Source: an optimization exercise on an open RTL-to-GDS flow (aim: small area). Production flows keep margins and buffers that such runs may drop.
In this exercise RTL edits were held to simulation tests only and were not proved equivalent to the original.
In every run shown here, the design's own scripts or RTL, not TritonCTS, make the clock network.
No driver is modelled on the clock port, so clock power and skew are understated where the tree is cut down; a real chip needs a root buffer or a tree.

==> design/flow/design.v <==
module adder(output logic [7:0] result,
             output logic       cout,
             input  logic [7:0] a, b,
             input  logic       cin
);
    logic [8:0] c;
    assign c[0] = cin;
    for (genvar i = 0; i < 8; i++) begin : g_fa
        assign result[i] = a[i] ^ b[i] ^ c[i];
        assign c[i+1]    = (a[i] & b[i]) | (a[i] & c[i]) | (b[i] & c[i]);
    end
    assign cout = c[8];
endmodule
module signed_mult(output logic [7:0] m2,
                   output logic       exact,    
                   input  logic [2:0] address
);
    assign exact = !address[0] & (address[1] ^ address[2]);
    assign m2    = address[0] ? 8'd182 : {7'b1111111, exact};
endmodule
module mem (
    output logic neg,           
    output logic zero,          
    input  logic im,            
    input  logic [2:0] address
);
    always_comb begin
        case ({im, address})
            4'b0_000: begin neg = 0; zero = 0; end
            4'b0_001: begin neg = 0; zero = 0; end
            4'b0_010: begin neg = 0; zero = 1; end
            4'b0_011: begin neg = 1; zero = 0; end
            4'b0_100: begin neg = 1; zero = 0; end
            4'b0_101: begin neg = 1; zero = 0; end
            4'b0_110: begin neg = 0; zero = 0; end
            4'b0_111: begin neg = 0; zero = 0; end
            4'b1_000: begin neg = 0; zero = 1; end
            4'b1_001: begin neg = 1; zero = 0; end
            4'b1_010: begin neg = 1; zero = 0; end
            4'b1_011: begin neg = 1; zero = 0; end
            4'b1_100: begin neg = 0; zero = 1; end
            4'b1_101: begin neg = 0; zero = 0; end
            4'b1_110: begin neg = 0; zero = 0; end
            default:  begin neg = 0; zero = 0; end
        endcase
    end
endmodule
module debounce(
    input  logic clk,
    input  logic nReset,
    input  logic raw,
    output logic debounced
);
    logic [3:0] counter;
    logic       last_raw;
    always_ff @(posedge clk) begin
        if (raw != last_raw)
            counter <= '0;
        else
            counter <= counter + 1'b1;
    end
    always_ff @(posedge clk, negedge nReset) begin
        if (!nReset) begin
            last_raw  <= 1'b0;
            debounced <= 1'b0;
        end else begin
            last_raw <= raw;
            if (raw == last_raw && counter == 4'd15)
                debounced <= raw;
        end
    end
endmodule
module controller(
    output logic       load_W,       
    output logic       load_Ra,      
    output logic       step, first, last,   
    output logic [2:0] k,            
    output logic       show,         
    output logic [1:0] sel,          
    input  logic       Clock,
    input  logic       nReset,
    input  logic       ReadyIn       
);
    logic [4:0] state, next;
    assign next[0] = (!state[0] & !state[1] & !ReadyIn) | (!state[0] & state[1] & !state[3] & ReadyIn) | (!state[0] & !state[3] & state[4]) | (state[0] & state[1] & !state[2] & state[3]) | (!state[1] & state[2] & state[3]) | (!state[1] & state[3] & !ReadyIn) | (!state[0] & state[2] & state[3] & ReadyIn);
    assign next[1] = (state[0] & !state[1] & !state[3]) | (!state[0] & state[1] & !state[3]) | (state[0] & !state[1] & ReadyIn) | (!state[0] & state[1] & !state[4]) | (!state[1] & state[2] & state[3]);
    assign next[2] = (state[0] & state[1] & !state[2]) | (state[0] & !state[1] & state[2]) | (!state[0] & state[2] & !state[3]) | (!state[0] & state[1] & state[3] & !ReadyIn) | (!state[0] & state[2] & !state[4]) | (state[1] & !state[2] & state[3] & state[4]);
    assign next[3] = (state[0] & state[1] & state[2] & !state[3]) | (!state[0] & state[3]) | (!state[2] & state[3]) | (!state[1] & state[3]);
    assign next[4] = (!state[3] & state[4]) | (!state[1] & state[4]) | (!state[2] & state[4]) | (state[0] & state[1] & state[3] & !state[4]);
    always_ff @(posedge Clock, negedge nReset) begin
        if (!nReset)
            state <= 5'd8;    
        else
            state <= next;
    end
    assign load_W  = (!state[2] & state[3] & !state[4]);
    assign load_Ra = (state[3] & !state[4]) | (!state[0] & !state[2] & state[3]);
    assign step    = (!state[3] & state[4]);
    assign first   = (!state[0] & !state[1] & !state[2]);
    assign last    = (state[0] & state[1] & state[2]);
    assign k       = state[2:0];
    assign show    = (!state[3] & !state[4]);
    assign sel[0]  = (state[1]);
    assign sel[1]  = (state[2]);
endmodule
module datapath (
    output logic [7:0] result,
    input  logic [7:0] dataIn,
    input  logic       Clock,
    input  logic       load_W, load_Ra,
    input  logic       step, first, last,
    input  logic [2:0] k,
    input  logic       show,
    input  logic [1:0] sel
);
    logic [2:0] idx;
    logic [7:0] Re_A, Re_B;
    logic       inexact;
    logic [7:0] m2;
    logic       exact;
    signed_mult mult_inst(.m2(m2), .exact(exact), .address(idx));
    logic       wneg, wzero;
    mem mem_inst(.neg(wneg), .zero(wzero), .im(sel[0]), .address(idx));
    logic       t, ceil_b, bit_b, cin, cout;
    logic [7:0] opa, opb, sum;
    assign t      = sel[1] ^ wneg;                     
    assign ceil_b = wneg & inexact & idx[0];           
    assign bit_b  = Re_A[k];                           
    assign opa    = step ? (bit_b ? (last ? ~m2 : m2) : 8'd0) :
                    sel[0] ? 8'd0 : Re_A;
    assign opb    = step ? (first ? 8'd0 : Re_B) :
                    wzero ? 8'd0 : (Re_B ^ {8{t}});
    assign cin    = step ? (last ? bit_b : exact) : (!wzero & (t ^ ceil_b));
    adder add_inst(.result(sum), .cout(cout), .a(opa), .b(opb), .cin(cin));
    always_ff @(posedge Clock) begin
        if (load_W) idx <= dataIn[2:0];
        if (step) inexact <= |Re_A[6:0];
        if (load_Ra) Re_A <= dataIn;
        if (step) Re_B <= {cout ^ (last & bit_b), sum[7:1]};
    end
    assign result = show ? sum : 8'd0;
endmodule
module fft_butterfly(
    output logic [7:0] result,
    input  logic       Clock,
    input  logic       nReset,
    input  logic       ReadyIn,
    input  logic [7:0] dataIn
);
    logic debouncedReady;
    logic load_W, load_Ra, step, first, last, show;
    logic [2:0] k;
    logic [1:0] sel;
    debounce debouncer (
        .clk(Clock), .nReset(nReset), .raw(ReadyIn), .debounced(debouncedReady)
    );
    controller ctrl (
        .load_W(load_W), .load_Ra(load_Ra),
        .step(step), .first(first), .last(last), .k(k),
        .show(show), .sel(sel),
        .Clock(Clock), .nReset(nReset), .ReadyIn(debouncedReady)
    );
    datapath datapath_inst (
        .result(result), .dataIn(dataIn), .Clock(Clock),
        .load_W(load_W), .load_Ra(load_Ra),
        .step(step), .first(first), .last(last), .k(k),
        .show(show), .sel(sel)
    );
endmodule
==> design/flow/flow/run.sh <==
#!/bin/bash
# Layout flow: the standard flow, with
#  - the smallest buffer on the ports;
#  - a one-level clock tree (flow/clock_tree.tcl) in place of ORFS's CTS.
# ORFS logs each step under orfs/logs; make's output goes to flow_*.log and
# the clock tree step's to clock_tree.log, here.
set -euo pipefail
W=$PWD
F=$W/flow
sed "s#^source \$::env(SCRIPTS_DIR)/synth_preamble.tcl\$#&\nlset abc_args 1 $F/abc_area.script#" \
    "$FLOW_HOME/scripts/synth.tcl" > synth_core.tcl
sed "s#^source \$::env(SCRIPTS_DIR)/synth.tcl\$#source $W/synth_core.tcl#" \
    synth_recipe.tcl > synth_area.tcl
grep -q "lset abc_args 1" synth_core.tcl
grep -q "synth_core.tcl" synth_area.tcl
VARS=("SYNTH_SCRIPT=$W/synth_area.tcl" "BUFFER_PORTS_ARGS=-buffer_cell sky130_fd_sc_hd__buf_1")
bash standard.sh "${VARS[@]}" place > flow_place.log 2>&1
export RESULTS=$W/orfs/results/sky130hd/fft_butterfly/base
export CLOCK_GROUPS=$(cat "$F/clock_groups")
openroad -no_init -exit "$F/clock_tree.tcl" > clock_tree.log 2>&1
bash standard.sh "${VARS[@]}" finish > flow_finish.log 2>&1
==> design/flow/flow/abc_area.script <==
&get -n
&st
&deepsyn -J 100 -T 120
&syn2
&dch -f
&nf -a -R 1000
&st
&syn2
&dch -f
&nf -a -R 1000
&put
==> design/flow/flow/clock_groups <==
4
==> design/flow/flow/clock_tree.tcl <==
set P $::env(FLOW_HOME)/platforms/sky130hd
set R $::env(RESULTS)
read_lef $P/lef/sky130_fd_sc_hd.tlef
read_lef $P/lef/sky130_fd_sc_hd_merged.lef
read_liberty $P/lib/sky130_fd_sc_hd__tt_025C_1v80.lib
read_db $R/3_place.odb
read_sdc $R/3_place.sdc
source $P/setRC.tcl

set block [ord::get_db_block]
set clk [$block findNet Clock]
set master [[ord::get_db] findMaster sky130_fd_sc_hd__clkbuf_4]
set sinks {}
foreach it [$clk getITerms] {
  set inst [$it getInst]
  lappend sinks [list [lindex [$inst getLocation] 0] [lindex [$inst getLocation] 1] $it]
}
set sinks [lsort -integer -index 0 $sinks]
set n [llength $sinks]
set groups $::env(CLOCK_GROUPS)
puts "clock sinks: $n, groups: $groups"
for {set g 0} {$g < $groups} {incr g} {
  set buf [odb::dbInst_create $block $master clkbuf_root_$g]
  set net [odb::dbNet_create $block clknet_root_$g]
  $net setSigType CLOCK
  set sx 0; set sy 0; set m 0
  for {set i [expr {$g * $n / $groups}]} {$i < [expr {($g + 1) * $n / $groups}]} {incr i} {
    set it [lindex $sinks $i 2]
    $it disconnect
    $it connect $net
    incr sx [lindex $sinks $i 0]; incr sy [lindex $sinks $i 1]; incr m
  }
  [$buf findITerm A] connect $clk
  [$buf findITerm X] connect $net
  $buf setLocation [expr {$sx / $m}] [expr {$sy / $m}]
  $buf setPlacementStatus PLACED
}
set_propagated_clock [all_clocks]
detailed_placement
check_placement -verbose
estimate_parasitics -placement
report_clock_skew
report_worst_slack -min
report_worst_slack -max
report_check_types -max_slew -max_capacitance -violators
write_db $R/4_1_cts.odb
write_sdc $R/4_cts.sdc
==> design/flow/standard.sh <==
#!/bin/bash
# synth_recipe.tcl (not shown) runs the flow's synth.tcl, then flattens the netlist and writes it again
# the make line also repeats each setting of config.mk as NAME=value (left out here)
make -C /OpenROAD-flow-scripts/flow DESIGN_CONFIG=/design/flow/config.mk WORK_HOME=/design/flow/orfs CLKGATE_MAP_FILE= SYNTH_SCRIPT=/design/flow/synth_recipe.tcl "${@:-finish}"
==> design/flow/config.mk <==
export PLATFORM = sky130hd
export DESIGN_NAME = fft_butterfly
export DESIGN_NICKNAME = fft_butterfly
export VERILOG_FILES = /design/flow/design.v
export SDC_FILE = /design/flow/constraint.sdc
export NUM_CORES = 4
export LEC_CHECK = 0
export CAP_MARGIN = 20
export CORE_MARGIN = 2
export CORE_UTILIZATION = 40
export SLEW_MARGIN = 20
==> design/flow/constraint.sdc <==
create_clock -name core_clock -period 10.0 [get_ports {Clock}]
set_input_delay 2.0000 -clock core_clock [delete_from_list [all_inputs] [get_ports {Clock}]]
set_output_delay 2.0000 -clock core_clock [all_outputs]
set_load 0.01 [all_outputs]
==> run notes, run 1 <==
Finish
The final net count is between 150 and 200. Relative to the synthesized area, the layout overhead comes to 9.74%. In the final layout, the share of cells above drive strength 1 is about 3.5%. Fill cells in the final layout number 364. The number of antenna diodes in the final layout is 0.

Place
Input and output buffers added on the ports amount to 18. The HPWL after detailed placement is approximately 2400 µm. The final estimated routing congestion in global placement is approximately 0.87.

Timing
In the final timing run, aggregate negative setup slack is 0 ns. On the final layout, the worst hold slack is roughly 0.45 ns. Setup repair after global routing left no endpoint under its margin. Based on the critical path, the design can be clocked at up to about 130 MHz. Setup violations remaining at the end of the flow were counted as 0. The final max-slew violation count was 0.

For the pin with the worst max-slew slack, the measured transition is 0.717 ns. The shortest clock period the worst path allows after layout is around 7.4 ns. The period utilization is ~74%. The number of hold-slack violations in the final timing report is 0. On the final layout, the worst clock skew is about 0.028 ns.

The worst pin sits at a relative slew slack of 52.2%.

Setup path
Of all nets on the critical path, the largest fanout is 13. The critical path start-end classification is flop to output port. The register-to-register path setup slack is 4.93 ns. The worst setup path is launched from a flop.

The arrival time reported for the critical path endpoint is roughly 5.4 ns. STA classifies the critical path endpoint as an output port. For the worst setup path, the data required time is roughly 8 ns.

Die
The die boundary width is around 70 µm. The die covers about 4600 µm². The total number of placement rows is 23.

The overall die height is just under 70 µm. In this run the count of I/O pins placed on the die edge is 19. The starting density of the core is 41.4%.

After floorplanning, the core was sized to cover ~4000 µm².

Route
The vias after detailed routing is 1170. The final antenna-violating net count is 0. The final layout contains routed wiring with a total length of between 3000 and 4000 µm.

The final routed wire length divided by cell count is around 14 µm. The number of detailed-routing iterations run before antenna repair is 4. The DRC marker count from the first detailed-route iteration is 46. The post-detailed-route DRC marker count is 0. After detailed routing, the number of vias per cell comes to 5.29.

Logic synthesis
Counting flops with a built-in enable in the synthesized netlist gives 20. The count of mapped cells out of synthesis is 149. In the synthesized netlist the dominant register cell turns out to be edfxtp_1. The count of yosys warnings during synthesis is 4. In this run, distinct cell masters in the synthesized netlist total 30. The share of synthesized area occupied by flip-flops and latches is between 50% and 60%. In this run the mean area of a mapped cell was roughly 11 µm².

The register bit total from synthesis is 31. The area of the mapped netlist is about 1600 µm². The total nets after synthesis is around 170. In the synthesized netlist the async set-or-reset flop fraction comes to roughly 23%.

Flow run
The tool flagged a number of max-cap violations equal to 0.

Global route
The number of global-route vias before repair came to ~1200. After global routing the overflow that remains totals 0. The global routing usage summed across all routing layers is between 10% and 20%. Entering global routing, the biggest net connects 19 pins. The number of antenna violations at the first check in global routing is 0. The first-pass GRT wire length is ~5400 µm.

CTS
Clock-pin slew was measured on the worst setup and hold paths at about 0.10 ns. The clock reaches the later pin of the worst-skew pair after between 0.15 and 0.2 ns.

Outcome
The run finished with no timing, DRC or antenna violations.

Hold path
The class of the worst hold path is flop to flop.
cells in the mapped netlist, types with 2 or more instances:
cell type / count / area [µm²]
a31oi_1: 4 / 25.0
mux2i_1: 2 / 20.0
a21oi_1: 11 / 55.1
nor2_1: 17 / 63.8
dfxtp_1: 4 / 80.1
and2_0: 7 / 43.8
a21o_1: 6 / 45.0
xnor2_1: 3 / 26.3
nor2b_1: 2 / 12.5
o31ai_1: 2 / 15.0
nand3_1: 2 / 10.0
nor3_1: 4 / 20.0
o21ai_0: 14 / 70.1
dfrtp_1: 6 / 150
and3_1: 3 / 18.8
fa_1: 8 / 160
edfxtp_1: 20 / 601
xor2_1: 5 / 43.8
clkinv_1: 5 / 18.8
nand2_1: 14 / 52.6
kinds of logic after synthesis:
family	Yosys count	share of synthesized area, %
AND/OR/NAND/NOR	52	14.7
AO/OA/AOI/OAI	41	14.7
flip-flops	31	52.1
adder cells (fa/ha/maj)	9	10.5
XOR/XNOR	8	4.26
buffers and inverters	5	1.14
multiplexers	3	2.59
state kept, by name (all words and copies together), names as in the netlist:
name                   count
debouncer.counter          4
datapath_inst.Re_A         8
ctrl.state                 5
datapath_inst.inexact      1
debouncer.last_raw         1
datapath_inst.Re_B         8
datapath_inst.idx          3
debouncer.debounced        1
routing by layer:
metal  GRT usage [%]  routed length, µm
met1            19.9               1430
met2            26.8               1490
met3            1.48                158
met4            2.00                 53
met5               0                  0
cell usage in the layout, fill, tap and decap left out, types with 2 or more instances in the layout:
master    instances
edfxtp_1         20
buf_1            18
nor2_1           17
o21ai_0          14
nand2_1          14
a21oi_1          11
fa_1              8
and2_0            7
a21o_1            6
dfrtp_1           6
clkinv_1          5
xor2_1            5
a31oi_1           4
nor3_1            4
clkbuf_4          4
dfxtp_1           4
and3_1            3
xnor2_1           3
mux2i_1           2
nor2b_1           2
nand3_1           2
o31ai_1           2
metrics by stage:
stage | cell area, µm² | worst slack [ns] | utilization [%] | cells
6_report | 1800 | 2.57 | 45.4 | 221
2_1_floorplan | 1640 | 3.18 | - | 149
3_3_place_gp | 1770 | 2.83 | 44.7 | 217
3_5_place_dp | 1770 | 2.81 | 44.7 | 217
5_1_grt | 1800 | 2.24 | 45.4 | 221
cell type report:
class | count | area (µm²) | area share (%)
plain buffers | 4 | 30.0 | 1.66
multi-input cells | 113 | 768 | 42.6
flip-flops and latches | 31 | 857 | 47.5
well taps | 50 | 62.6 | 3.47
repair buffers | 18 | 67.6 | 3.74
inverters | 5 | 18.8 | 1.04
final timing paths:
| check | start | to | depth (start not counted) |
|---|---|---|---|
| min reg2reg | debouncer.counter[0] | debouncer.counter[0] | 1 |
| max reg2reg | ctrl.state[0] | datapath_inst.Re_B[6] | 14 |
| max in group asynchronous | nReset | ctrl.state[3] | 1 |
| min | debouncer.counter[0] | debouncer.counter[0] | 1 |
| max | ctrl.state[0] | result[7] | 15 |
| min in group asynchronous | nReset | ctrl.state[0] | 1 |
worst max-delay path, stage by stage, from the launching register on:
cell and delay, ns:
dfrtp_1 0.60, mux4_2 0.54, o21ai_0 0.33, a21oi_1 0.11
a21o_1 0.19, fa_1 0.44, fa_1 0.40, fa_1 0.40
fa_1 0.40, fa_1 0.40, fa_1 0.38, clkinv_1 0.07
fa_1 0.17, fa_1 0.44, nor3_1 0.21, buf_1 0.18
==> run 2: changes to the inputs <==
==> design/flow/flow/clock_groups (replaced) <==
3
==> run notes, run 2 <==
Logic synthesis
The count of mapped cells out of synthesis is 149 (unchanged). The fraction of the mapped netlist area in compound gates is 14.7% (unchanged). The top-area cell type share of the netlist area is 36.5% (unchanged). The register bit total from synthesis came to 31 (unchanged). The area fraction in and, or, nand and nor cells after synthesis is 14.7% (unchanged). The post-synthesis async set-or-reset flop share came to 22.6% (unchanged).

The count of yosys warnings during synthesis came to 4 (unchanged). The xor-xnor portion of the synthesized cell area came to 4.26% (unchanged). The mean instance size in the synthesized netlist is 11.0 µm² (unchanged).

The biggest area contributor in the post-synthesis netlist is edfxtp_1. Sorting the synthesized cells by area gives the leading types as edfxtp_1 37%, fa_1 9.7%, dfrtp_1 9.1%. For this run, the leading register cell type out of synthesis is edfxtp_1. The library cell with the highest instance count after synthesis is edfxtp_1. The post-synthesis cell type count came to 30 (unchanged). The area of the mapped netlist is 1640 µm² (unchanged). The total nets after synthesis is 169 (unchanged). By count the netlist is led by 20 x edfxtp_1, 17 x nor2_1, 14 x nand2_1, 14 x o21ai_0, 11 x a21oi_1. The main combinational cell family by area after synthesis is compound AO/OA/AOI/OAI gates.

The share of synthesized area spent on multiplexers is 2.59% (unchanged). The share of synthesized cell area in full adder, half adder and majority cells is 10.5% (unchanged). The share of synthesized area occupied by flip-flops and latches came to 52.1% (unchanged).

The number of flops mapped to enable cells by yosys is 20 (unchanged).

Global route
The global routing usage summed across all routing layers is 14.8% (-0.11 points). The first-pass GRT wire length came to 5340 µm (-0.78%). The total congestion overflow after global routing is 0 (unchanged). The number of antenna violations at the first check in global routing is 0 (unchanged). The pin count of the biggest net entering global routing is 19 (unchanged). The number of global-route vias before repair was 1155 (-1.2%).

Finish
The ratio of cells with drive above 1 in the final layout came to 2.94% (-0.57 points). Leaving out fill and tap cells, the most frequent cells in the layout are 20 x edfxtp_1, 18 x buf_1, 17 x nor2_1. The layout overhead on the synthesized area is 9.28%. The total of fill cells in the finished design is 368 (+1.1%).

The antenna diode count is 0 (unchanged). The leading cell type in the layout, fill and taps excluded is edfxtp_1. The largest registers in the layout are datapath_inst.Re_A x8, datapath_inst.Re_B x8, ctrl.state x5. The final net count came to 192 (-0.52%).

Setup path
The buffer and inverter count on the worst path was 2 (unchanged). The most critical setup path has its startpoint at ctrl.state[0]. Among the stages of the critical path, the cell type that occurs most often is fa_1. In this run the critical register-to-register path is captured at datapath_inst.Re_B[6]. The startpoint of the lowest-slack register-to-register path is ctrl.state[0]. The type of element capturing the critical path is an output port. The depth of the worst register-to-register path was 14 (unchanged). The critical-path maximum fanout came to 13 (unchanged). The critical path endpoint is result[7]. The dominant delay contributor by cell family on the critical path is adder cells. The critical path data required time is 8.00 ns (about the same).

The slowest stage of the critical path belongs to the cell dfrtp_1. The maximum cell stage delay along the critical path is 0.60 ns (about the same). The setup path with the least slack is of type flop to output port.

The register-to-register path setup slack was 4.95 ns (+0.02 ns). The total stage count of the critical path is 15 (unchanged). The arrival time reported for the critical path endpoint is 5.43 ns (about the same).

The worst setup path is launched from a flop. Traced cell by cell, the critical path runs through mux4_2 > o21ai_0 > a21oi_1 > a21o_1 > fa_1 > fa_1 > fa_1 > fa_1 > fa_1 > fa_1 > clkinv_1 > fa_1 > fa_1 > nor3_1 > buf_1.

Place
The count of buffers inserted at the top-level ports came to 18 (unchanged). The final estimated routing congestion in global placement is 0.868 (unchanged). The HPWL after detailed placement came to 2410 µm (unchanged). The placement-stage worst setup slack is 2.81 ns (unchanged).

Flow run
The max-cap check violation count is 0 (unchanged).

Outcome
The run finished with no timing, DRC or antenna violations.

Die
The top-level I/O count came to 19 (unchanged). The core outline area is 3970 µm² (unchanged). The starting density of the core is 41.4% (unchanged). The overall die height is 68.1 µm (unchanged). The total number of placement rows came to 23 (unchanged). The die area is 4640 µm² (unchanged). The die boundary width is 68.1 µm (unchanged).

Timing
The number of hold-slack violations in the final timing report is 0 (unchanged). The total setup violations reported at the end of the flow is 0 (unchanged). The upper clock frequency limit came to 135 MHz (about the same). The clock skew came to 0.0180 ns (-0.00990 ns). The headroom to the max-slew limit is 52.2% (about the same).

Setup repair after global routing left no endpoint under its margin. The final max-slew violation count came to 0 (unchanged). The worst-margin pin slew was 0.717 ns (-0.000606 ns). The period utilization came to 74.3% (about the same). The shortest clock period the worst path allows after layout is 7.43 ns (-0.00358 ns).

The final sum of negative setup slack is 0 ns (unchanged). The minimum setup slack in the final design was 2.57 ns (+0.00358 ns).

Route
The DRC marker count from the first detailed-route iteration is 74 (+61%). The number of detailed-routing iterations run before antenna repair was 4 (unchanged). The vias after detailed routing was 1155 (-1.3%). The detailed-route vias per instance is 5.25 (-0.83%). The final routed wire length divided by cell count came to 13.9 µm (-1.6%). The total wire length after detailed routing is 3070 µm (-2.1%). The final antenna-violating net count is 0 (unchanged). The post-detailed-route DRC marker count is 0 (unchanged).

Hold path
The path class of the tightest hold or removal check is flop to flop. The startpoint of the lowest-slack hold path is debouncer.counter[0].

CTS
The clock-pin slew on the worst setup and hold paths is 0.10 ns (about the same). The clock latency on the worst-skew pair is 0.17 ns (about the same).
==> run 2: worst min path at each step <==
| stage | to | slack, ns | depth (start not counted) |
|---|---|---|---|
| after global routing | debouncer.counter[0] | 0.47 | 1 |
| after global placement | debouncer.counter[0] | 0.43 | 1 |
| after floorplan | debouncer.counter[0] | 0.42 | 1 |
| final | debouncer.counter[0] | 0.45 | 1 |
| after detailed placement | debouncer.counter[0] | 0.44 | 1 |
==> run 2: stage by stage <==
stage               hold slack, ns  utilization (%)  std cells  area, µm²
global route                 0.473             45.2        220       1800
floorplan                    0.418                -        149       1640
detailed placement           0.440             44.7        217       1770
global placement             0.431             44.7        217       1770
finish                       0.451             45.2        220       1800
==> run 2: cell families (layout without fill, tap and decap cells) <==
family                     after synthesis  after routing
AOI/OAI and AO/OA                       41             41
xor gates and xnor gates                 8              8
and+or+nand+nor                         52             52
adders and majority gates                9              9
DFF                                     31             31
buffers and inverters                    5             26
muxes                                    3              3
==> run 2: final cells by class <==
type / count / area (µm²) / area share [%]
tap: 50 / 62.6 / 3.48
buffer: 3 / 22.5 / 1.25
sequential: 31 / 857 / 47.7
multi-input combinational: 113 / 768 / 42.8
inverter: 5 / 18.8 / 1.04
timing repair buffer: 18 / 67.6 / 3.76
==> run 2: layer usage <==
layer | wire length (µm) | vias to the layer above | part of all wire, % | GRT usage [%]
met5 | 0 | - | 0 | 0
met4 | 27 | 0 | 0.88 | 1.25
met3 | 133 | 2 | 4.3 | 1.32
met2 | 1520 | 28 | 49 | 27.2
met1 | 1390 | 544 | 45 | 19.7
li1 | - | 581 | - | -
==> run 2: worst register-to-register path: cells and delay by family (launching register included) <==
family	cells	cell delay [ns]
AO/OA/AOI/OAI	3	0.63
adder cells (fa/ha/maj)	8	3.03
buffers and inverters	2	0.13
flip-flops	1	0.60
multiplexers	1	0.54
==> run 3: changes to the inputs <==
--- a/design/flow/design.v
+++ b/design/flow/design.v
@@ -53,8 +53,10 @@
 );
     logic [3:0] counter;
     logic       last_raw;
-    always_ff @(posedge clk) begin
-        if (raw != last_raw)
+    always_ff @(posedge clk, negedge nReset) begin
+        if (!nReset)
+            counter <= '0;
+        else if (raw != last_raw)
             counter <= '0;
         else
             counter <= counter + 1'b1;
@@ -73,6 +75,7 @@
 module controller(
     output logic       load_W,       
     output logic       load_Ra,      
+    output logic       clr_B,        
     output logic       step, first, last,   
     output logic [2:0] k,            
     output logic       show,         
@@ -95,6 +98,7 @@
     end
     assign load_W  = (!state[2] & state[3] & !state[4]);
     assign load_Ra = (state[3] & !state[4]) | (!state[0] & !state[2] & state[3]);
+    assign clr_B   = (state[3] & !state[4]);
     assign step    = (!state[3] & state[4]);
     assign first   = (!state[0] & !state[1] & !state[2]);
     assign last    = (state[0] & state[1] & state[2]);
@@ -107,7 +111,7 @@
     output logic [7:0] result,
     input  logic [7:0] dataIn,
     input  logic       Clock,
-    input  logic       load_W, load_Ra,
+    input  logic       load_W, load_Ra, clr_B,
     input  logic       step, first, last,
     input  logic [2:0] k,
     input  logic       show,
@@ -128,7 +132,7 @@
     assign bit_b  = Re_A[k];                           
     assign opa    = step ? (bit_b ? (last ? ~m2 : m2) : 8'd0) :
                     sel[0] ? 8'd0 : Re_A;
-    assign opb    = step ? (first ? 8'd0 : Re_B) :
+    assign opb    = step ? Re_B :
                     wzero ? 8'd0 : (Re_B ^ {8{t}});
     assign cin    = step ? (last ? bit_b : exact) : (!wzero & (t ^ ceil_b));
     adder add_inst(.result(sum), .cout(cout), .a(opa), .b(opb), .cin(cin));
@@ -136,7 +140,8 @@
         if (load_W) idx <= dataIn[2:0];
         if (step) inexact <= |Re_A[6:0];
         if (load_Ra) Re_A <= dataIn;
-        if (step) Re_B <= {cout ^ (last & bit_b), sum[7:1]};
+        if (clr_B)     Re_B <= 8'd0;
+        else if (step) Re_B <= {cout ^ (last & bit_b), sum[7:1]};
     end
     assign result = show ? sum : 8'd0;
 endmodule
@@ -148,21 +153,21 @@
     input  logic [7:0] dataIn
 );
     logic debouncedReady;
-    logic load_W, load_Ra, step, first, last, show;
+    logic load_W, load_Ra, clr_B, step, first, last, show;
     logic [2:0] k;
     logic [1:0] sel;
     debounce debouncer (
         .clk(Clock), .nReset(nReset), .raw(ReadyIn), .debounced(debouncedReady)
     );
     controller ctrl (
-        .load_W(load_W), .load_Ra(load_Ra),
+        .load_W(load_W), .load_Ra(load_Ra), .clr_B(clr_B),
         .step(step), .first(first), .last(last), .k(k),
         .show(show), .sel(sel),
         .Clock(Clock), .nReset(nReset), .ReadyIn(debouncedReady)
     );
     datapath datapath_inst (
         .result(result), .dataIn(dataIn), .Clock(Clock),
-        .load_W(load_W), .load_Ra(load_Ra),
+        .load_W(load_W), .load_Ra(load_Ra), .clr_B(clr_B),
         .step(step), .first(first), .last(last), .k(k),
         .show(show), .sel(sel)
     );
--- a/design/flow/flow/run.sh
+++ b/design/flow/flow/run.sh
@@ -1,7 +1,9 @@
 #!/bin/bash
 # Layout flow: the standard flow, with
 #  - the smallest buffer on the ports;
-#  - a one-level clock tree (flow/clock_tree.tcl) in place of ORFS's CTS.
+#  - a one-level clock tree (flow/clock_tree.tcl) in place of ORFS's CTS,
+#    with as few buffers as keep the estimated worst clock-pin slew under
+#    flow/slew_target (ns).
 # ORFS logs each step under orfs/logs; make's output goes to flow_*.log and
 # the clock tree step's to clock_tree.log, here.
 set -euo pipefail
@@ -16,6 +18,6 @@
 VARS=("SYNTH_SCRIPT=$W/synth_area.tcl" "BUFFER_PORTS_ARGS=-buffer_cell sky130_fd_sc_hd__buf_1")
 bash standard.sh "${VARS[@]}" place > flow_place.log 2>&1
 export RESULTS=$W/orfs/results/sky130hd/fft_butterfly/base
-export CLOCK_GROUPS=$(cat "$F/clock_groups")
+export SLEW_TARGET=$(cat "$F/slew_target")
 openroad -no_init -exit "$F/clock_tree.tcl" > clock_tree.log 2>&1
 bash standard.sh "${VARS[@]}" finish > flow_finish.log 2>&1
==> design/flow/flow/clock_tree.tcl (replaced) <==
set P $::env(FLOW_HOME)/platforms/sky130hd
set R $::env(RESULTS)
read_lef $P/lef/sky130_fd_sc_hd.tlef
read_lef $P/lef/sky130_fd_sc_hd_merged.lef
read_liberty $P/lib/sky130_fd_sc_hd__tt_025C_1v80.lib
read_db $R/3_place.odb
read_sdc $R/3_place.sdc
source $P/setRC.tcl
set slew_target $::env(SLEW_TARGET)

set block [ord::get_db_block]
set clk [$block findNet Clock]
set sinks {}
foreach it [$clk getITerms] {
  set inst [$it getInst]
  set bb [$inst getBBox]
  lappend sinks [list [expr {([$bb xMin] + [$bb xMax]) / 2}] [expr {([$bb yMin] + [$bb yMax]) / 2}] $it]
}
set n [llength $sinks]

# balanced k-means: capacity ceil(n/g) per group
proc cluster {sinks g} {
  set n [llength $sinks]
  set cap [expr {($n + $g - 1) / $g}]
  set sorted [lsort -integer -index 0 $sinks]
  set centers {}
  for {set c 0} {$c < $g} {incr c} {
    set s [lindex $sorted [expr {int(($c + 0.5) * $n / $g)}]]
    lappend centers [list [lindex $s 0] [lindex $s 1]]
  }
  for {set iter 0} {$iter < 20} {incr iter} {
    set pairs {}
    set i 0
    foreach s $sinks {
      set c 0
      foreach ctr $centers {
        set d [expr {abs([lindex $s 0] - [lindex $ctr 0]) + abs([lindex $s 1] - [lindex $ctr 1])}]
        lappend pairs [list $d $i $c]
        incr c
      }
      incr i
    }
    set pairs [lsort -integer -index 0 $pairs]
    array unset asg; array unset cnt
    for {set c 0} {$c < $g} {incr c} { set cnt($c) 0 }
    foreach p $pairs {
      lassign $p d i c
      if {[info exists asg($i)] || $cnt($c) >= $cap} continue
      set asg($i) $c; incr cnt($c)
    }
    set newc {}
    for {set c 0} {$c < $g} {incr c} {
      set sx 0; set sy 0; set m 0
      for {set i 0} {$i < $n} {incr i} {
        if {$asg($i) == $c} { incr sx [lindex $sinks $i 0]; incr sy [lindex $sinks $i 1]; incr m }
      }
      lappend newc [list [expr {$sx / $m}] [expr {$sy / $m}]]
    }
    set centers $newc
  }
  set groups {}
  for {set c 0} {$c < $g} {incr c} {
    set mem {}
    for {set i 0} {$i < $n} {incr i} { if {$asg($i) == $c} { lappend mem [lindex $sinks $i 2] } }
    lappend groups [list [lindex $centers $c] $mem]
  }
  return $groups
}

proc build {groups cell} {
  set block [ord::get_db_block]
  set clk [$block findNet Clock]
  set master [[ord::get_db] findMaster $cell]
  set made {}
  set g 0
  foreach grp $groups {
    lassign $grp ctr mem
    set buf [odb::dbInst_create $block $master clkbuf_root_$g]
    set net [odb::dbNet_create $block clknet_root_$g]
    $net setSigType CLOCK
    foreach it $mem { $it disconnect; $it connect $net }
    [$buf findITerm A] connect $clk
    [$buf findITerm X] connect $net
    $buf setLocation [lindex $ctr 0] [lindex $ctr 1]
    $buf setPlacementStatus PLACED
    lappend made [list $buf $net $mem]
    incr g
  }
  return $made
}

proc unbuild {made} {
  set block [ord::get_db_block]
  set clk [$block findNet Clock]
  foreach m $made {
    lassign $m buf net mem
    foreach it $mem { $it disconnect; $it connect $clk }
    odb::dbInst_destroy $buf
    odb::dbNet_destroy $net
  }
}

proc worst_clk_slew {} {
  estimate_parasitics -placement
  set w 0
  foreach p [all_registers -clock_pins] {
    set s [get_property $p slew_max]
    if {$s > $w} { set w $s }
  }
  return $w
}

set_propagated_clock [all_clocks]
set done 0
foreach cfg {{3 sky130_fd_sc_hd__clkbuf_4} {4 sky130_fd_sc_hd__clkbuf_4} {4 sky130_fd_sc_hd__clkbuf_8}} {
  lassign $cfg g cell
  set made [build [cluster $sinks $g] $cell]
  set w [worst_clk_slew]
  puts "clock tree: $g x $cell, estimated worst clock-pin slew $w"
  if {$w < $slew_target || $cell eq "sky130_fd_sc_hd__clkbuf_8"} { set done 1; break }
  unbuild $made
}
detailed_placement
check_placement -verbose
estimate_parasitics -placement
puts "worst clock-pin slew after legalisation: [worst_clk_slew]"
report_clock_skew
report_worst_slack -min
report_worst_slack -max
write_db $R/4_1_cts.odb
write_sdc $R/4_cts.sdc
==> design/flow/flow/slew_target (new file) <==
0.095
removed: design/flow/flow/clock_groups
==> run notes, run 3 <==
Outcome
The flow ran to the end and the layout has no timing, DRC or antenna violations.

Logic synthesis
The count of yosys warnings during synthesis is 4 (unchanged). The commonest cells after synthesis are 23 x nor2_1, 15 x a21oi_1, 14 x nand2_1. The total nets after synthesis is 181 (+7.1%). The top-area cell type share of the netlist area is 21.6% (-15 points). The leading area contributor after synthesis is edfxtp_1. The area of the mapped netlist is 1670 µm² (+1.4%). The count of mapped cells out of synthesis is 161 (+8.1%). The post-synthesis async set-or-reset flop share came to 35.5% (+13 points). The post-synthesis cell type count is 36 (+20%).

The area fraction in and, or, nand and nor cells after synthesis is 14.6% (-0.048 points). The number of flops mapped to enable cells by yosys was 12 (-40%). Yosys attributes the largest share of cell area to edfxtp_1 22%, dfrtp_1 15%, dfxtp_1 9.6%.

The xor-xnor portion of the synthesized cell area was 4.20% (-0.058 points). The main combinational cell family by area after synthesis is compound AO/OA/AOI/OAI gates. The mean instance size in the synthesized netlist was 10.4 µm² (-6.2%).

The share of synthesized area occupied by flip-flops and latches is 47.8% (-4.3 points). The fraction of the mapped netlist area in compound gates is 19.2% (+4.5 points). The library cell with the highest instance count after synthesis is nor2_1.

The share of synthesized cell area in full adder, half adder and majority cells is 11.0% (+0.46 points). The register bit total from synthesis is 31 (unchanged). The share of synthesized area spent on multiplexers is 2.03% (-0.56 points). The predominant post-synthesis flop cell is edfxtp_1.

Finish
The largest registers in the layout are datapath_inst.Re_A x8, datapath_inst.Re_B x8, ctrl.state x5. The antenna diode count is 0 (unchanged). In the layout the commonest cells are 23 x nor2_1, 18 x buf_1, 15 x a21oi_1. The final net count was 205 (+6.8%). The final instance area is 1850 µm² (+3.1%). The area growth from synthesis to layout is 11.1%. Leaving out fill and tap cells, the most frequent cell in the layout is nor2_1.

The ratio of cells with drive above 1 in the final layout is 3.28% (+0.34 points).

Setup path
The critical path starts at ctrl.state[3]. By startpoint and endpoint, the worst setup path is classified as flop to output port. The critical path goes through clkinv_1 > nand2_1 > clkinv_1 > o21ai_0 > a31oi_1 > a221o_1 > fa_1 > fa_1 > fa_1 > fa_1 > fa_1 > fa_1 > clkinv_1 > fa_1 > fa_1 > nor3_1 > buf_1.

The critical-path maximum fanout is 12 (-1). The maximum cell stage delay along the critical path is 0.66 ns (+0.06 ns). The worst setup path is launched from a flop.

The buffer and inverter count on the worst path came to 4 (+2). By instance count, the cell type seen most on the critical path is fa_1. The kind of cell with the highest combined delay along the critical path is adder cells. On the critical path, the stage with the largest delay is an instance of dfstp_2. The arrival time reported for the critical path endpoint is 5.67 ns (+0.24 ns). The critical path data required time is 8.00 ns (about the same).

The startpoint of the lowest-slack register-to-register path is ctrl.state[3]. The worst setup path is captured at an output port.

Global route
The layer carrying the most global-route usage is met2. The met1 capacity usage during global routing is 22.6% (+2.9 points). The global routing met2 resource utilization is 25.0% (-2.2 points). The total congestion overflow after global routing is 0 (unchanged). The first-pass GRT wire length is 5600 µm (+4.8%). The met3 track demand over resource in global routing is 1.79% (+0.47 points).

The number of antenna violations at the first check in global routing came to 0 (unchanged). The number of global-route vias before repair came to 1185 (+2.6%). The global routing usage summed across all routing layers was 15.3% (+0.54 points). The pin count of the biggest net entering global routing is 21 (+2).

Timing
The number of hold-slack violations in the final timing report is 0 (unchanged). The worst-margin pin slew is 0.852 ns (+0.136 ns). The upper clock frequency limit is 130 MHz (-3.1%). The shortest clock period the worst path allows after layout is 7.67 ns (+0.241 ns). The final sum of negative setup slack is 0 ns (unchanged). The clock skew is 0.00951 ns (-0.00845 ns). The headroom to the max-slew limit is 43.2% (-9.1 points).

The total setup violations reported at the end of the flow is 0 (unchanged). Setup repair after global routing left no endpoint under its margin. The final max-slew violation count is 0 (unchanged). The period utilization is 76.7% (+2.4 points).

Flow run
The max-cap check violation count was 0 (unchanged).

Route
The number of detailed-routing iterations run before antenna repair was 4 (unchanged). The DRC marker count from the first detailed-route iteration is 51 (-31%). The final routed wire length divided by cell count was 14.6 µm (+4.4%). The vias after detailed routing was 1287 (+11%). The post-detailed-route DRC marker count is 0 (unchanged).

The final antenna-violating net count is 0 (unchanged). The detailed-route vias per instance is 5.52 (+5.2%). The total wire length after detailed routing is 3390 µm (+11%).

Place
The count of buffers inserted at the top-level ports is 18 (unchanged). The final estimated routing congestion in global placement is 0.864 (-0.43%). The cell area after placement was 1800 µm² (+1.3%). The HPWL after detailed placement is 2550 µm (+5.7%).

Die
The core outline area is 4000 µm² (+0.72%). The die area is 4700 µm² (+1.3%). The die boundary width is 68.6 µm (+0.65%). The starting density of the core was 41.7% (+0.27 points). The overall die height is 68.6 µm (+0.65%).

The top-level I/O count came to 19 (unchanged). The total number of placement rows is 23 (unchanged).

Hold path
In this run the most critical hold path is launched from debouncer.counter[0]. The class of the worst hold path is flop to flop.

CTS
The clock-pin slew on the worst setup and hold paths was 0.06 ns (-0.04 ns). The clock latency on the worst-skew pair is 0.13 ns (-0.04 ns).
==> run 3: cell types whose count changed in the layout (fill, tap and decap cells not counted), sizes merged, moves of 2 or more <==
cell,before,now
edfxtp,20,12
nor2,17,23
a22o,0,5
o21ai,14,9
a21oi,11,15
dfrtp,6,10
dfxtp,4,8
a22oi,0,2
and3,3,1
mux2i,2,0
xnor2,3,5
xor2,5,3
==> run 3: final timing paths <==
check                                   endpoint  slack, ns  cells after the start
min in group asynchronous          ctrl.state[2]       1.85                      1
hold reg to reg             debouncer.counter[0]       0.47                      1
hold / removal              debouncer.counter[0]       0.47                      1
setup / recovery                       result[7]       2.33                     17
max in group asynchronous    debouncer.debounced       7.78                      1
setup reg to reg           datapath_inst.Re_B[6]       4.58                     16
==> run 3: layout make-up <==
class	count	area (µm²)
Timing Repair Buffer	18	67.6
Sequential cell	31	797
Buffer	4	55.1
Fill cell	371	2150
Multi-Input combinational cell	125	851
Tap cell	50	62.6
Inverter	5	18.8
==> run 3: logic make-up after synthesis <==
logic type,after synthesis
adder cells (fa/ha/maj),10
XOR/XNOR,8
AO/OA/AOI/OAI,50
AND/OR/NAND/NOR,55
multiplexers,2
flip-flops,31
buffers and inverters,5
==> run 3: worst register-to-register path, stage by stage, from the launching register on <==
cell,delay (ns)
dfstp_2,0.66
clkinv_1,0.14
nand2_1,0.22
clkinv_1,0.35
o21ai_0,0.20
a31oi_1,0.14
a221o_1,0.43
fa_1,0.44
fa_1,0.39
fa_1,0.40
fa_1,0.40
fa_1,0.40
fa_1,0.38
clkinv_1,0.06
fa_1,0.17
fa_1,0.42
o21ai_0,0.17
==> run 3: through the flow <==
step	hold slack (ns)	utilization, %	setup slack, ns	instances
floorplan	0.433	-	2.99	161
global placement	0.448	44.9	2.58	229
detailed placement	0.464	44.9	2.49	229
global route	0.484	46.3	1.98	233
finish	0.466	46.3	2.33	233
==> run 3: layer usage <==
layer | wire length [µm] | vias to the layer above
li1 | - | 638
met1 | 1570 | 619
met2 | 1620 | 25
met3 | 150 | 5
met4 | 52 | 0
met5 | 0 | -
==> run 4: changes to the inputs <==
==> design/flow/flow/slew_target (replaced) <==
0.100
==> run notes, run 4 <==
Outcome
The run finished with no timing, DRC or antenna violations.

Finish
The layout overhead on the synthesized area is 9.61%. In the final layout, the registers with the most flip-flops are datapath_inst.Re_A x8, datapath_inst.Re_B x8, ctrl.state x5. The ratio of cells with drive above 1 in the final layout is 3.28% (unchanged).

The antenna diode count is 0 (unchanged). The area used by multi-input combinational logic is 851 µm² (unchanged). The top cell types in the final layout, fill and taps aside, are 23 x nor2_1, 18 x buf_1, 15 x a21oi_1.

The total of fill cells in the finished design is 372 (+0.27%). The final cell count without fillers is 233 (unchanged). The final net count is 205 (unchanged).

The sequential cell area came to 797 µm² (unchanged). The library cell used most frequently in the layout, excluding fill and tap cells, is nor2_1.

Global route
The pin count of the biggest net entering global routing is 21 (unchanged). The first-pass GRT wire length is 5600 µm (+0.13%). The number of global-route vias before repair is 1186 (+0.084%). The global routing usage summed across all routing layers is 15.3% (unchanged). The number of antenna violations at the first check in global routing is 0 (unchanged). The total congestion overflow after global routing was 0 (unchanged).

Logic synthesis
The total nets after synthesis is 181 (unchanged). The register bit total from synthesis is 31 (unchanged). The mean instance size in the synthesized netlist is 10.4 µm² (unchanged). By area the synthesized netlist is led by edfxtp_1 22%, dfrtp_1 15%, dfxtp_1 9.6%. nor2_1 is the most common cell in the netlist. The area of the mapped netlist is 1670 µm² (unchanged). The top-area cell type share of the netlist area is 21.6% (unchanged). The count of mapped cells out of synthesis is 161 (unchanged). The count of yosys warnings during synthesis was 4 (unchanged). The predominant post-synthesis flop cell is edfxtp_1. The leading area contributor after synthesis is edfxtp_1. The number of flops mapped to enable cells by yosys is 12 (unchanged). The post-synthesis cell type count came to 36 (unchanged). The share of synthesized area occupied by flip-flops and latches is 47.8% (unchanged). The post-synthesis async set-or-reset flop share came to 35.5% (unchanged). Counting instances in the post-synthesis netlist gives the leading cell types as 23 x nor2_1, 15 x a21oi_1, 14 x nand2_1.

Die
The starting density of the core is 41.7% (unchanged). The core outline area is 4000 µm² (unchanged). The total number of placement rows is 23 (unchanged). The overall die height is 68.6 µm (unchanged). The die area is 4700 µm² (unchanged). The top-level I/O count is 19 (unchanged).

The die boundary width is 68.6 µm (unchanged).

Hold path
The startpoint identified for the worst hold timing path is debouncer.counter[0]. The worst hold path belongs to the class flop to flop. The hold path depth came to 1 (unchanged).

Setup path
The critical path data required time was 8.00 ns (about the same). The critical path starts at ctrl.state[3]. The critical-path maximum fanout was 12 (unchanged). STA classifies the critical path startpoint as a flop.

The arrival time reported for the critical path endpoint is 5.71 ns (+0.04 ns). The depth of the worst register-to-register path was 16 (unchanged). The critical path start-end classification is flop to output port. The register-to-register path setup slack is 4.57 ns (about the same). In this run the critical register-to-register path is launched from ctrl.state[3]. STA classifies the critical path endpoint as an output port.

Route
The total wire length after detailed routing is 3380 µm (-0.29%). The final antenna-violating net count is 0 (unchanged). The final routed wire length divided by cell count was 14.5 µm (-0.29%). The vias after detailed routing is 1284 (-0.23%). The detailed-route vias per instance is 5.51 (-0.23%).

The number of detailed-routing iterations run before antenna repair is 4 (unchanged). The DRC marker count from the first detailed-route iteration came to 54 (+5.9%). The post-detailed-route DRC marker count is 0 (unchanged).

Timing
The upper clock frequency limit is 130 MHz (-0.57%). The final max-slew violation count came to 0 (unchanged). Setup repair after global routing left no endpoint under its margin. The number of hold-slack violations in the final timing report came to 0 (unchanged). The clock skew is 0.0149 ns (+0.00542 ns). The shortest clock period the worst path allows after layout was 7.71 ns (+0.0438 ns). The worst-margin pin slew is 0.861 ns (+0.00878 ns).

The total setup violations reported at the end of the flow is 0 (unchanged). The period utilization is 77.1% (+0.44 points). The final sum of negative setup slack came to 0 ns (unchanged). The headroom to the max-slew limit is 42.6% (-0.59 points).

CTS
The clock-pin slew on the worst setup and hold paths was 0.08 ns (+0.02 ns). The clock latency on the worst-skew pair is 0.15 ns (+0.02 ns).

Place
The count of buffers inserted at the top-level ports came to 18 (unchanged). The HPWL after detailed placement is 2550 µm (unchanged). The final estimated routing congestion in global placement is 0.864 (unchanged).

The total instance count after detailed placement is 229 (unchanged).

Flow run
The max-cap check violation count is 0 (unchanged).
-- run 4: cell counts after synthesis --
No cell type changed its count.
-- run 4: path summary, 6_finish.rpt --
check,endpoint
worst max-delay path,result[7]
worst min-delay path,debouncer.counter[0]
worst max register to register,datapath_inst.Re_B[6]
worst min register to register,debouncer.counter[0]
max in group asynchronous,debouncer.debounced
min in group asynchronous,ctrl.state[2]
-- run 4: layer usage --
metal	vias up	part of all wire [%]	track usage (%)
li1	638	-	-
met1	615	46	22.6
met2	25	47	25.0
met3	6	4.6	1.79
met4	0	1.5	2.00
met5	-	0	0
-- run 4: metrics by stage --
step / setup slack, ns / utilization, % / hold slack [ns] / area, µm²
floorplan: 2.99 / - / 0.433 / 1670
global placement: 2.58 / 44.9 / 0.448 / 1800
detailed placement: 2.49 / 44.9 / 0.464 / 1800
global route: 1.94 / 45.7 / 0.488 / 1830
finish: 2.29 / 45.7 / 0.469 / 1830
-- run 4: worst max-delay path: stages (launching register included) --
cell and delay [ns]:
dfstp_2 0.67, clkinv_1 0.14, nand2_1 0.22, clkinv_1 0.35, o21ai_0 0.19, a31oi_1 0.14
a221o_1 0.43, fa_1 0.44, fa_1 0.39, fa_1 0.40, fa_1 0.40, fa_1 0.40
fa_1 0.38, clkinv_1 0.06, fa_1 0.17, fa_1 0.42, nor3_1 0.20, buf_1 0.17
-- run 4: cells by family (layout without fill, tap and decap cells) --
kind of cell | after synthesis | after routing | synth area share [%]
AOI/OAI and AO/OA | 50 | 50 | 19.2
buffers and inverters | 5 | 27 | 1.13
adders and majority gates | 10 | 10 | 11.0
xor gates and xnor gates | 8 | 8 | 4.20
DFF | 31 | 31 | 47.8
muxes | 2 | 2 | 2.03
and+or+nand+nor | 55 | 55 | 14.6
-- run 4: layout make-up --
| cell class | instances | share of cell area (%) |
|---|---|---|
| plain buffers | 4 | 1.64 |
| inverters | 5 | 1.03 |
| multi-input cells | 125 | 46.6 |
| flip-flops and latches | 31 | 43.6 |
| well taps | 50 | 3.42 |
| repair buffers | 18 | 3.70 |
==> run 5: changes to the inputs <==
==> design/flow/flow/slew_target (replaced) <==
0.115
==> run notes, run 5 <==
Hold path
The min-delay analysis places its worst path in the category flop to flop.

Timing
The upper clock frequency limit is 129 MHz (-0.28%). The number of hold-slack violations in the final timing report came to 0 (unchanged). Setup repair after global routing left no endpoint under its margin. The final sum of negative setup slack is 0 ns (unchanged).

The worst-margin pin slew was 0.876 ns (+0.0152 ns). The clock skew was 0.00576 ns (-0.00917 ns). The shortest clock period the worst path allows after layout is 7.74 ns (+0.0220 ns). The minimum setup slack in the final design is 2.26 ns (-0.0220 ns). The total setup violations reported at the end of the flow is 0 (unchanged). The final max-slew violation count is 0 (unchanged).

The period utilization came to 77.4% (+0.22 points). The headroom to the max-slew limit was 41.6% (-1.0 points).

Flow run
The max-cap check violation count was 0 (unchanged).

Logic synthesis
The total nets after synthesis is 181 (unchanged). The count of yosys warnings during synthesis is 4 (unchanged). The count of mapped cells out of synthesis is 161 (unchanged). Sorting the synthesized cells by area gives the leading types as edfxtp_1 22%, dfrtp_1 15%, dfxtp_1 9.6%. The number of flops mapped to enable cells by yosys came to 12 (unchanged). The mean instance size in the synthesized netlist is 10.4 µm² (unchanged). By count the netlist is led by 23 x nor2_1, 15 x a21oi_1, 14 x nand2_1.

The top-area cell type share of the netlist area is 21.6% (unchanged). Of all cell types, the one taking the most synthesized area is edfxtp_1. The register bit total from synthesis is 31 (unchanged). The share of synthesized area occupied by flip-flops and latches is 47.8% (unchanged).

The post-synthesis cell type count is 36 (unchanged). The area of the mapped netlist was 1670 µm² (unchanged). The library cell with the highest instance count after synthesis is nor2_1. The post-synthesis async set-or-reset flop share is 35.5% (unchanged).

Among all flip-flop cells after synthesis, the most frequent one is edfxtp_1.

Finish
The largest registers in the layout are datapath_inst.Re_A x8, datapath_inst.Re_B x8, ctrl.state x5. The total of fill cells in the finished design is 377 (+1.3%). Leaving out fill and tap cells, the most frequent cells in the layout are 23 x nor2_1, 18 x buf_1, 15 x a21oi_1. The post-layout utilization of the core is 45.5% (-0.19 points).

The ratio of cells with drive above 1 in the final layout is 2.75% (-0.53 points). The layout overhead on the synthesized area is 9.16%. The leading cell type in the layout, fill and taps excluded is nor2_1. The final net count is 204 (-0.49%). The antenna diode count is 0 (unchanged).

Global route
The number of antenna violations at the first check in global routing was 0 (unchanged). The number of global-route vias before repair was 1189 (+0.25%). The pin count of the biggest net entering global routing was 21 (unchanged). The global routing usage summed across all routing layers was 15.3% (-0.035 points). The total congestion overflow after global routing is 0 (unchanged).

The first-pass GRT wire length was 5610 µm (+0.12%).

Die
The die boundary width is 68.6 µm (unchanged). The core outline area is 4000 µm² (unchanged). The die area was 4700 µm² (unchanged). The starting density of the core is 41.7% (unchanged). The total number of placement rows came to 23 (unchanged). The top-level I/O count is 19 (unchanged). The overall die height is 68.6 µm (unchanged).

Setup path
The signal on the critical path passes through clkinv_1 > nand2_1 > clkinv_1 > o21ai_0 > a31oi_1 > a221o_1 > fa_1 > fa_1 > fa_1 > fa_1 > fa_1 > fa_1 > clkinv_1 > fa_1 > fa_1 > nor3_1 > buf_1. The maximum cell stage delay along the critical path came to 0.67 ns (about the same). The largest individual stage delay along the critical path comes from the cell dfstp_2.

The critical path data required time is 8.00 ns (about the same). The buffer and inverter count on the worst path is 4 (unchanged). The arrival time reported for the critical path endpoint was 5.74 ns (+0.03 ns).

The category of the worst setup path launch point is a flop. The worst setup path is captured at an output port. The critical path is of the flop to output port type. The critical-path maximum fanout was 12 (unchanged).

The most numerous cell type found on the critical path is fa_1. Among cell families on the critical path, the largest total delay comes from adder cells.

Route
The vias after detailed routing is 1283 (-0.078%). The DRC marker count from the first detailed-route iteration is 44 (-19%). The total wire length after detailed routing is 3370 µm (-0.30%). The detailed-route vias per instance was 5.53 (+0.35%).

The final antenna-violating net count came to 0 (unchanged). The post-detailed-route DRC marker count was 0 (unchanged). The number of detailed-routing iterations run before antenna repair is 4 (unchanged). The final routed wire length divided by cell count is 14.5 µm (+0.13%).

Place
The placement-stage worst setup slack is 2.49 ns (unchanged). The final estimated routing congestion in global placement is 0.864 (unchanged). The HPWL after detailed placement was 2550 µm (unchanged). The count of buffers inserted at the top-level ports is 18 (unchanged).

CTS
The clock-pin slew on the worst setup and hold paths is 0.11 ns (+0.03 ns). The clock latency on the worst-skew pair came to 0.17 ns (+0.02 ns).

Outcome
The run finished with no timing, DRC or antenna violations.
[run 5: cell counts after synthesis]
No cell type changed its count.
[run 5: through the flow]
step	hold slack (ns)	cell area, µm²	std cells
floorplan	0.433	1670	161
detailed placement	0.464	1800	229
global placement	0.448	1800	229
global route	0.493	1820	232
finish	0.474	1820	232
[run 5: worst paths after layout]
check / start / end / slack [ns] / depth (start not counted)
setup / recovery: ctrl.state[3] / result[7] / 2.26 / 17
hold / removal: debouncer.counter[0] / debouncer.counter[0] / 0.47 / 1
setup reg to reg: ctrl.state[3] / datapath_inst.Re_B[6] / 4.57 / 16
hold reg to reg: debouncer.counter[0] / debouncer.counter[0] / 0.47 / 1
max in group asynchronous: nReset / ctrl.state[0] / 7.83 / 1
min in group asynchronous: nReset / debouncer.counter[1] / 1.79 / 1
[run 5: area by class of cell]
| type | count | area (µm²) | share of cell area, % |
|---|---|---|---|
| multi-input combinational | 125 | 851 | 46.8 |
| sequential | 31 | 797 | 43.8 |
| inverter | 5 | 18.8 | 1.03 |
| tap | 50 | 62.6 | 3.44 |
| buffer | 3 | 22.5 | 1.24 |
| timing repair buffer | 18 | 67.6 | 3.71 |
[run 5: kinds of logic after synthesis]
logic type                 share of synthesized area, %
and+or+nand+nor                                    14.6
AOI/OAI and AO/OA                                  19.2
DFF                                                47.8
adders and majority gates                          11.0
xor gates and xnor gates                           4.20
buffers and inverters                              1.13
muxes                                              2.03
[run 5: routing by layer]
layer | up-vias | share of wire (%) | GRT usage, %
met2 | 25 | 48 | 25.1
met3 | 5 | 3.9 | 1.30
met1 | 617 | 47 | 22.7
li1 | 636 | - | -
met4 | 0 | 1.3 | 2.00
met5 | - | 0 | 0
[run 5: worst reg2reg max path, stage by stage, from the launching register on]
cell	delay, ns
dfstp_2	0.67
clkinv_1	0.14
nand2_1	0.22
clkinv_1	0.35
o21ai_0	0.20
a31oi_1	0.14
a221o_1	0.43
fa_1	0.44
fa_1	0.39
fa_1	0.40
fa_1	0.40
fa_1	0.40
fa_1	0.38
clkinv_1	0.06
fa_1	0.17
fa_1	0.42
o21ai_0	0.17
==> run 6: changes to the inputs <==
--- a/design/flow/design.v
+++ b/design/flow/design.v
@@ -85,9 +85,9 @@
     input  logic       ReadyIn       
 );
     logic [4:0] state, next;
-    assign next[0] = (!state[0] & !state[1] & !ReadyIn) | (!state[0] & state[1] & !state[3] & ReadyIn) | (!state[0] & !state[3] & state[4]) | (state[0] & state[1] & !state[2] & state[3]) | (!state[1] & state[2] & state[3]) | (!state[1] & state[3] & !ReadyIn) | (!state[0] & state[2] & state[3] & ReadyIn);
-    assign next[1] = (state[0] & !state[1] & !state[3]) | (!state[0] & state[1] & !state[3]) | (state[0] & !state[1] & ReadyIn) | (!state[0] & state[1] & !state[4]) | (!state[1] & state[2] & state[3]);
-    assign next[2] = (state[0] & state[1] & !state[2]) | (state[0] & !state[1] & state[2]) | (!state[0] & state[2] & !state[3]) | (!state[0] & state[1] & state[3] & !ReadyIn) | (!state[0] & state[2] & !state[4]) | (state[1] & !state[2] & state[3] & state[4]);
+    assign next[0] = (!state[0] & !state[1] & !ReadyIn) | (!state[0] & state[1] & !state[3] & ReadyIn) | (!state[0] & !state[3] & state[4]) | (!state[0] & state[1] & state[4]) | (!state[1] & state[3] & !ReadyIn) | (!state[1] & state[2] & state[3]) | (!state[0] & state[2] & state[3] & ReadyIn);
+    assign next[1] = (state[0] & !state[1] & !state[3]) | (!state[0] & state[1]) | (state[0] & !state[1] & state[2]) | (state[0] & !state[1] & ReadyIn);
+    assign next[2] = (state[0] & state[1] & !state[2]) | (!state[1] & state[2]) | (!state[0] & state[2]) | (!state[0] & state[1] & state[3] & !state[4] & !ReadyIn);
     assign next[3] = (state[0] & state[1] & state[2] & !state[3]) | (!state[0] & state[3]) | (!state[2] & state[3]) | (!state[1] & state[3]);
     assign next[4] = (!state[3] & state[4]) | (!state[1] & state[4]) | (!state[2] & state[4]) | (state[0] & state[1] & state[3] & !state[4]);
     always_ff @(posedge Clock, negedge nReset) begin
==> run notes, run 6 <==
Hold path
The path class of the tightest hold or removal check is flop to flop. The startpoint identified for the worst hold timing path is debouncer.counter[0]. The worst hold path terminates at debouncer.counter[0].

The hold path depth is 1 (unchanged).

Place
The count of buffers inserted at the top-level ports is 18 (unchanged). The cell area after placement was 1790 µm² (-0.28%). The HPWL after detailed placement is 2710 µm (+6.3%). The total instance count after detailed placement is 231 (+0.87%).

The placement-stage worst setup slack was 2.68 ns (+0.184 ns).

Die
The core outline area was 4000 µm² (unchanged). The top-level I/O count is 19 (unchanged). The overall die height is 68.5 µm (-0.15%).

The die area came to 4690 µm² (-0.29%). The die boundary width came to 68.5 µm (-0.15%).

Route
The vias after detailed routing is 1269 (-1.1%). The total wire length after detailed routing came to 3480 µm (+3.3%). The final routed wire length divided by cell count was 14.9 µm (+2.4%). The detailed-route vias per instance is 5.42 (-1.9%). The final antenna-violating net count was 0 (unchanged). The post-detailed-route DRC marker count is 0 (unchanged). The number of detailed-routing iterations run before antenna repair is 4 (unchanged).

Global route
The number of antenna violations at the first check in global routing is 0 (unchanged). The first-pass GRT wire length is 5930 µm (+5.8%). The pin count of the biggest net entering global routing was 15 (-29%).

The global routing usage summed across all routing layers is 16.5% (+1.2 points). The total congestion overflow after global routing came to 0 (unchanged). The number of global-route vias before repair was 1261 (+6.1%).

Logic synthesis
The register bit total from synthesis is 31 (unchanged). The post-synthesis async set-or-reset flop share is 35.5% (unchanged). The share of synthesized area occupied by flip-flops and latches is 48.0% (+0.14 points). nor2_1 is the most common cell in the netlist. The mean instance size in the synthesized netlist came to 10.2 µm² (-1.5%). The count of yosys warnings during synthesis is 4 (unchanged). The leading area contributor after synthesis is edfxtp_1.

The count of mapped cells out of synthesis came to 163 (+1.2%). Yosys attributes the largest share of cell area to edfxtp_1 22%, dfrtp_1 15%, dfxtp_1 9.6%.

Timing
The shortest clock period the worst path allows after layout is 7.52 ns (-0.213 ns). The worst-case hold slack is 0.484 ns (+0.00945 ns). The minimum setup slack in the final design is 2.48 ns (+0.213 ns). The number of hold-slack violations in the final timing report is 0 (unchanged).

The period utilization came to 75.2% (-2.1 points). The upper clock frequency limit is 133 MHz (+2.8%). The clock skew is 0.00736 ns (+0.00159 ns). The final max-slew violation count is 0 (unchanged). The total setup violations reported at the end of the flow is 0 (unchanged).

Setup path
The type of element capturing the critical path is an output port. The register-to-register path setup slack is 4.83 ns (+0.26 ns). The signal on the critical path passes through clkinv_1 > nand2_1 > o311ai_0 > a21oi_1 > a21oi_1 > fa_1 > fa_1 > fa_1 > fa_1 > fa_1 > fa_1 > clkinv_1 > fa_1 > fa_1 > nor3_1 > buf_1. The startpoint of the lowest-slack register-to-register path is ctrl.state[3]. The worst register-to-register path ends at datapath_inst.Re_B[6].

The depth of the worst register-to-register path is 15 (-1). The buffer and inverter count on the worst path came to 3 (-1). The library cell appearing most often on the critical path is fa_1. The kind of cell with the highest combined delay along the critical path is adder cells. The slowest stage of the critical path belongs to the cell dfstp_2. The critical-path maximum fanout is 9 (-3).

Finish
The largest registers in the layout are datapath_inst.Re_A x8, datapath_inst.Re_B x8, ctrl.state x5. The library cells used most frequently in the layout, excluding fill and tap cells, are 20 x nor2_1, 18 x buf_1, 16 x a21oi_1. The final net count is 206 (+0.98%).

The final instance area is 1810 µm² (-0.27%). The layout overhead on the synthesized area was 9.19% (about the same). The library cell used most frequently in the layout, excluding fill and tap cells, is nor2_1. The antenna diode count is 0 (unchanged). The ratio of cells with drive above 1 in the final layout is 2.17% (-0.57 points).

The final cell count without fillers is 234 (+0.86%).

CTS
The clock latency on the worst-skew pair came to 0.17 ns (about the same).

Outcome
The flow ran to the end and the layout has no timing, DRC or antenna violations.

Flow run
The max-cap check violation count is 0 (unchanged).
run 6: cell types whose count changed in the layout (fill, tap and decap cells not counted), sizes merged, moves of 2 or more:
cell	delta
a22oi	-2
clkinv	+2
mux2i	+2
nand2	-2
nor2	-3
nor3	+3
o21ai	+4
run 6: how the worst max path moves through the flow:
stage | startpoint | endpoint | slack (ns) | cells past startpoint
after global routing | ctrl.state[3] | result[7] | 2.03 | 16
after floorplan | ctrl.state[3] | result[7] | 3.16 | 15
after global placement | ctrl.state[1] | result[7] | 2.82 | 17
final | ctrl.state[3] | result[7] | 2.48 | 16
after detailed placement | ctrl.state[3] | result[7] | 2.68 | 16
run 6: metal layers:
metal / up-vias / part of all wire (%) / GRT usage (%)
met4: 0 / 0.83 / 1.50
met5: - / 0 / 0
met3: 2 / 2.8 / 1.15
li1: 627 / - / -
met1: 626 / 47 / 23.1
met2: 14 / 49 / 28.8
run 6: kinds of logic (layout without fill, tap and decap cells):
group / Yosys count / count (layout) / share of synthesized area [%]
muxes: 3 / 3 / 1.88
AOI/OAI and AO/OA: 51 / 51 / 18.8
and+or+nand+nor: 52 / 52 / 14.1
xor gates and xnor gates: 10 / 10 / 5.27
adders and majority gates: 9 / 9 / 10.4
DFF: 31 / 31 / 48.0
buffers and inverters: 7 / 28 / 1.58
run 6: area by class of cell:
class / instances / area share, %
multi-input combinational: 125 / 46.2
sequential: 31 / 43.9
timing repair buffer: 18 / 3.72
tap: 50 / 3.45
inverter: 7 / 1.45
buffer: 3 / 1.24
run 6: worst register-to-register path: stages (launching register included):
cell and delay, ns:
dfstp_2 0.63, clkinv_1 0.15, nand2_1 0.26, o311ai_0 0.18, a21oi_1 0.50, a21oi_1 0.19, fa_1 0.43, fa_1 0.39
fa_1 0.39, fa_1 0.39, fa_1 0.39, fa_1 0.37, clkinv_1 0.06, fa_1 0.18, fa_1 0.43, o21ai_0 0.16
run 6: stage by stage:
step           utilization (%)
3_5_place_dp              44.8
6_report                  45.4
3_3_place_gp              44.8
5_1_grt                   45.4
2_1_floorplan                -

## static timing again, ports no longer ideal
Ports are ideal in the flow. The routed layouts listed here were re-timed in OpenROAD. Step 1, drivers: a clkbuf_16 drives Clock and a buf_2 each remaining input, both assumed. Step 2 adds t to the input delays and takes it off the output delays; t is the mean of the earliest and latest rising clock arrival at the registers after step 1. Input paths then give back, and output paths get back, about the clock's delay inside the block. a / b / c = ideal ports / drivers / drivers and shift; a / b = the first two.
run	t, ns	slack for setup (ns)	worst setup path at the end	slew at the worst register clock pin (ns)
run 1	0.187	2.567 / 2.530 / 2.717	register to output	0.10 / 0.10
run 2	0.191	2.571 / 2.537 / 2.728	register to output	0.11 / 0.11
run 3	0.174	2.330 / 2.277 / 2.451	register to output	0.06 / 0.06
run 4	0.191	2.286 / 2.242 / 2.433	register to output	0.09 / 0.09
run 5	0.201	2.264 / 2.228 / 2.429	register to output	0.11 / 0.11
run 6	0.200	2.478 / 2.441 / 2.641	register to output	0.11 / 0.11
After both steps every run listed still meets setup and hold.
